This design comes from an exercise in tuning for small area and a short achievable clock period on the open sky130 flow, not from production work. In this exercise RTL edits were held to simulation tests only and were not proved equivalent to the original. Power is estimated from default activity; no workload was simulated.

Setup of trial 76:
// riscv_cpu
module riscv_cpu (
    input         clk, reset,
    output [31:0] PC,
    input  [31:0] Instr,
    output        MemWrite,
    output [31:0] Mem_WrAddr, Mem_WrData,
    input  [31:0] ReadData,
    output [31:0] Result
);
wire [6:0] op = Instr[6:0];
wire [2:0] f3 = Instr[14:12];
wire is_load  = (op == 7'b0000011);
wire is_store = (op == 7'b0100011);
wire is_r     = (op == 7'b0110011);
wire is_i     = (op == 7'b0010011);
wire is_br    = (op == 7'b1100011);
wire is_jal   = (op == 7'b1101111);
wire is_jalr  = (op == 7'b1100111);
wire is_lui   = (op == 7'b0110111);
wire is_auipc = (op == 7'b0010111);
wire is_alu   = is_r | is_i;
wire RegWrite = is_load | is_alu | is_jal | is_jalr | is_lui | is_auipc;
assign MemWrite = is_store;
wire b6 = Instr[6], b5 = Instr[5], b4 = Instr[4], b2 = Instr[2];
wire d_alu   = b4 & ~b2;                  
wire d_r     = b5 & b4 & ~b2;             
wire d_br    = b6 & ~b2;                  
wire d_store = ~b6 & b5 & ~b4;            
wire d_load  = ~b6 & ~b5 & ~b4;           
wire d_lui   = b5 & b4 & b2;              
wire d_auipc = ~b5 & b4 & b2;             
wire d_pc4   = b6 & b2;                   
wire d_rs2   = b5 & ~b2 & (b4 | b6);      
wire [31:0] immI = {{20{Instr[31]}}, Instr[31:20]};
wire [31:0] immS = {{20{Instr[31]}}, Instr[31:25], Instr[11:7]};
wire [31:0] immB = {{20{Instr[31]}}, Instr[7], Instr[30:25], Instr[11:8], 1'b0};
wire [31:0] immJ = {{12{Instr[31]}}, Instr[19:12], Instr[20], Instr[30:21], 1'b0};
wire [31:0] immU = {Instr[31:12], 12'b0};
wire [31:0] rs1, rs2;
wire [31:0] wdata;    
reg_file rf (.clk(clk), .wr_en(RegWrite), .rd_addr1(Instr[19:15]), .rd_addr2(Instr[24:20]),
             .wr_addr(Instr[11:7]), .wr_data(wdata), .rd_data1(rs1), .rd_data2(rs2));
wire use_rs2 = d_rs2;
wire sub = d_br | (d_alu & ~f3[2] & f3[1]) | (d_r & (f3 == 3'b000) & Instr[30]);
wire [31:0] imm  = d_store ? immS : immI;
wire [31:0] b_one  = use_rs2 ? {32{~sub}} : (imm ^ {32{sub}});
wire [31:0] b_zero = use_rs2 ? {32{ sub}} : (imm ^ {32{sub}});
wire [31:0] bsel;
genvar gb;
generate
    for (gb = 0; gb < 32; gb = gb + 1) begin : bm
  ...
export LEC_CHECK = 0
export CAP_MARGIN = 20
export CORE_MARGIN = 2
export CORE_UTILIZATION = 40
export CTS_CLUSTER_DIAMETER = 100
export CTS_CLUSTER_SIZE = 22
export PLACE_DENSITY = 0.6
export SETUP_SLACK_MARGIN = 2.5
export SLEW_MARGIN = 20
export SYNTH_HIERARCHICAL = 1
create_clock -name core_clock -period 13.0 [get_ports {clk}]
standard.sh (not shown) runs the stock make flow with config.mk's settings and CLKGATE_MAP_FILE= SYNTH_SCRIPT=/design/flow/synth_recipe.tcl, a recipe that flattens the netlist after the stock synthesis.
==> flow/flow/run.sh <==
#!/bin/bash
# The standard ORFS layout (standard.sh), with two knobs changed:
#  - ports are buffered with buf_4 instead of the delay cell buffer_ports picks by default
#  - timing repair may swap cells of different footprints
# make's full output goes to orfs_make.log; ORFS keeps each step's log under orfs/logs/.
set -euo pipefail
bash standard.sh \
  'BUFFER_PORTS_ARGS=-buffer_cell sky130_fd_sc_hd__buf_4' \
  MATCH_CELL_FOOTPRINT=0 \
  finish > orfs_make.log 2>&1
Edits applied to the flow inputs when going from trial 76 to build 89:
# trial 76
export LEC_CHECK = 0
export CAP_MARGIN = 20
export CORE_MARGIN = 2
export CORE_UTILIZATION = 40
export CTS_CLUSTER_DIAMETER = 100
export CTS_CLUSTER_SIZE = 22
export PLACE_DENSITY = 0.6
export SETUP_SLACK_MARGIN = 2.5
export SLEW_MARGIN = 20
export SYNTH_HIERARCHICAL = 1
create_clock -name core_clock -period 13.0 [get_ports {clk}]
# build 89
export LEC_CHECK = 0
export CAP_MARGIN = 20
export CORE_MARGIN = 2
export CORE_UTILIZATION = 40
export CTS_CLUSTER_DIAMETER = 100
export CTS_CLUSTER_SIZE = 22
export PLACE_DENSITY = 0.6
export SETUP_SLACK_MARGIN = 3.0
export SLEW_MARGIN = 20
export SYNTH_HIERARCHICAL = 1
create_clock -name core_clock -period 13.0 [get_ports {clk}]
Notes after the runs:
- When build 89 is measured against trial 76, its register-to-register setup slack turns out 90 ps lower.
- Build 89 reached the final stage; the timing, DRC and antenna checks on its layout passed.
- [compare] base=trial 76 new=build 89: number of antenna violations at the first check in global routing increased 6; part of the power in combinational logic increased 1.8 points.
- Diff trial 76 -> build 89: non-clock buffer count climbed 47%, wire length of the first global-routing pass picked up an extra 6.2%.
- Build 89 leaves more setup margin than trial 76.

-- static timing again, ports no longer ideal --
No port has a modelled driver above. Below, the same layouts with a new extraction and two added sets of constraints. Step 1 assumes that a clkbuf_16 drives the clock port and a buf_2 every other input. Step 2 times the ports against the registers' clock, not the clock port: input delays grow and output delays shrink by t, the midpoint of the rising clock arrivals with the driver on. a / b / c = ideal ports / drivers / drivers and shift; a / b = the first two.
run	t, ns	setup WS [ns]	worst setup path after step 2	clock arrival spread, ns	pins driven straight from the clock port
trial 76	0.804	2.250 / 2.200 / 2.200	input to output	0.070 / 0.071	1
build 89	0.792	2.413 / 2.248 / 2.248	input to output	0.031 / 0.031	1
After both steps every run listed still meets setup and hold. The setup slack of build 89, which loses most, moves by -0.165 ns with the drivers and by -0.165 ns with both steps.
